Context: an optimization exercise on an open-source flow, tuned for small area and a short achievable clock period. The choices shown serve that exercise and are no tape-out recipe. Where RTL was checked, it was by simulation tests only, not by an equivalence proof against the original. Power figures rest on the tool's default switching activity, not on a simulated workload.

main:
==> module systolic_array, before the edit <==
module systolic_array (
    input clk,
    input reset,
    input [1:0] kernel_size,
    input [7:0] pixel_in,
    output [1:0] level
);
    reg [5:0] index;
    reg run_q, live_q, wrp_q;
    reg [1:0] lvl_q;
    reg [9:0] term_q;
    reg neg_q, dbl_q;
    reg [15:0] ps_q;
    reg ps_c6, ps_c11;
    reg signed [15:0] ps_d;
    wire [4:0] wcode;
    kernel_rom kr (.kernel_size(kernel_size), .addr(index), .wcode(wcode));
    wire run = (kernel_size == 2'b00 && index < 9) ||
               (kernel_size == 2'b01 && index < 25) ||
               (kernel_size == 2'b10 && index < 49);
    wire [9:0] px = {{2{pixel_in[7]}}, pixel_in};
    wire [9:0] sh = ({10{wcode[0]}} & px) | ({10{wcode[1]}} & {px[8:0], 1'b0}) |
                    ({10{wcode[2]}} & {px[7:0], 2'b0});
    wire [9:0] term_d = sh ^ {10{wcode[3]}};
    wire [15:0] ps_full;
    resolve rs (.x(ps_q), .c6(ps_c6), .c11(ps_c11), .s(ps_full));
    wire [15:0] partial_sum = run_q ? ps_full : 16'd0;
    wire [15:0] pe_sum;
    wire c6, c11;
    pe pe_inst (.acc(ps_d), .term({term_q[9], term_q}), .dbl(dbl_q), .neg(neg_q),
                .sum(pe_sum), .c6(c6), .c11(c11));
    wire gt200 = ps_d > 16'sd200;
    wire gt500 = ps_d > 16'sd500;
    wire gt1000 = ps_d > 16'sd1000;
    assign level = wrp_q ? {gt500, gt1000 | (gt200 & ~gt500)} : lvl_q;
    always @(posedge clk) begin
        term_q <= term_d;
        neg_q <= wcode[3];
        dbl_q <= wcode[4];
        ps_q <= pe_sum;
        ps_c6 <= c6;
        ps_c11 <= c11;
        ps_d <= partial_sum;
    end
    always @(posedge clk or posedge reset) begin
        if (reset) begin
            index <= 0;
            run_q <= 0;
            live_q <= 0;
            wrp_q <= 0;
            lvl_q <= 0;
        end else begin
            live_q <= 1'b1;
            run_q <= run & live_q;
            wrp_q <= !run;
            lvl_q <= level;
            if (run)
                index <= index + 1;
            else
                index <= 0;
        end
    end
endmodule
Settings: LEC_CHECK=0, ABC_CLOCK_PERIOD_IN_PS=2200, CAP_MARGIN=20, CORE_MARGIN=2, CORE_UTILIZATION=65, CTS_BUF_LIST=sky130_fd_sc_hd__clkbuf_4, SETUP_SLACK_MARGIN=3.8, SLEW_MARGIN=20; clock period 6.0 ns.
run.sh (not shown) runs the stock make flow with config.mk's settings and CLKGATE_MAP_FILE= SYNTH_SCRIPT=/design/flow/synth_recipe.tcl, a recipe that flattens the netlist after the stock synthesis.
Modified inputs, the feature branch compared to main
diff --git a/flow/design.v b/flow/design.v
--- a/flow/design.v
+++ b/flow/design.v
@@ -102,5 +102,5 @@
 );
     reg [5:0] index;
-    reg run_q, live_q, wrp_q;
+    reg run_q, live_q;
     reg [1:0] lvl_q;
     reg [9:0] term_q;
@@ -128,5 +128,5 @@
     wire gt500 = ps_d > 16'sd500;
     wire gt1000 = ps_d > 16'sd1000;
-    assign level = wrp_q ? {gt500, gt1000 | (gt200 & ~gt500)} : lvl_q;
+    assign level = (live_q & ~run_q) ? {gt500, gt1000 | (gt200 & ~gt500)} : lvl_q;
     always @(posedge clk) begin
         term_q <= term_d;
@@ -143,10 +143,8 @@
             run_q <= 0;
             live_q <= 0;
-            wrp_q <= 0;
             lvl_q <= 0;
         end else begin
             live_q <= 1'b1;
             run_q <= run & live_q;
-            wrp_q <= !run;
             lvl_q <= level;
             if (run)
### Flow results
The flow did not stop early for the feature branch: all stages ran, and the layout cleared the timing, design-rule and antenna checks. Higher average routed wire per standard cell was reported by main, not the feature branch. Relative to main, the total nets after synthesis measured on the feature branch has increased by a few percent. The total met2 wirelength after detailed routing of the feature branch exceeds that of main by about 4%. | finished layout cell area | the feature branch vs main | about 2% higher |. [compare] base=main new=the feature branch: number of cells on the critical path now sits higher, clock-buffer cell count now sits higher, global-route usage now sits higher, setup slack after placement now sits lower. From main to the feature branch the numbers moved as follows: layout overhead on the synthesized area dropped 1.2 points, internal power climbed 58 µW, ratio of routed vias to standard cells dropped 5.2%.
For the feature branch, only the layout was checked, not whether the RTL still works.

[afterwards: timing with drivers on the ports]
Ports are ideal in the flow. The routed layouts listed here were re-timed in OpenROAD.
Step 1, drivers: a clkbuf_16 drives clk and a buf_2 each remaining input, both assumed.
Step 2 adds t to the input delays and takes it off the output delays; t is the mean of the earliest and latest rising clock arrival at the registers after step 1. Input paths then give back, and output paths get back, about the clock's delay inside the block.
Three values: ideal, step 1, step 2; two values: the first two.
| run | t, ns | slack for setup (ns) | worst setup path after step 2 | latest minus earliest clock arrival (ns) | worst data-port slew with drivers (ns) |
|---|---|---|---|---|---|
| main | 0.423 | 3.844 / 3.840 / 3.417 | input to register | 0.007 / 0.007 | 0.04 |
| the feature branch | 0.410 | 3.765 / 3.730 / 3.319 | input to register | 0.021 / 0.021 | 0.06 |
After both steps every run listed still meets setup and hold. For the feature branch, which loses most, drivers alone change the setup slack by -0.035 ns; drivers and shift together by -0.446 ns.
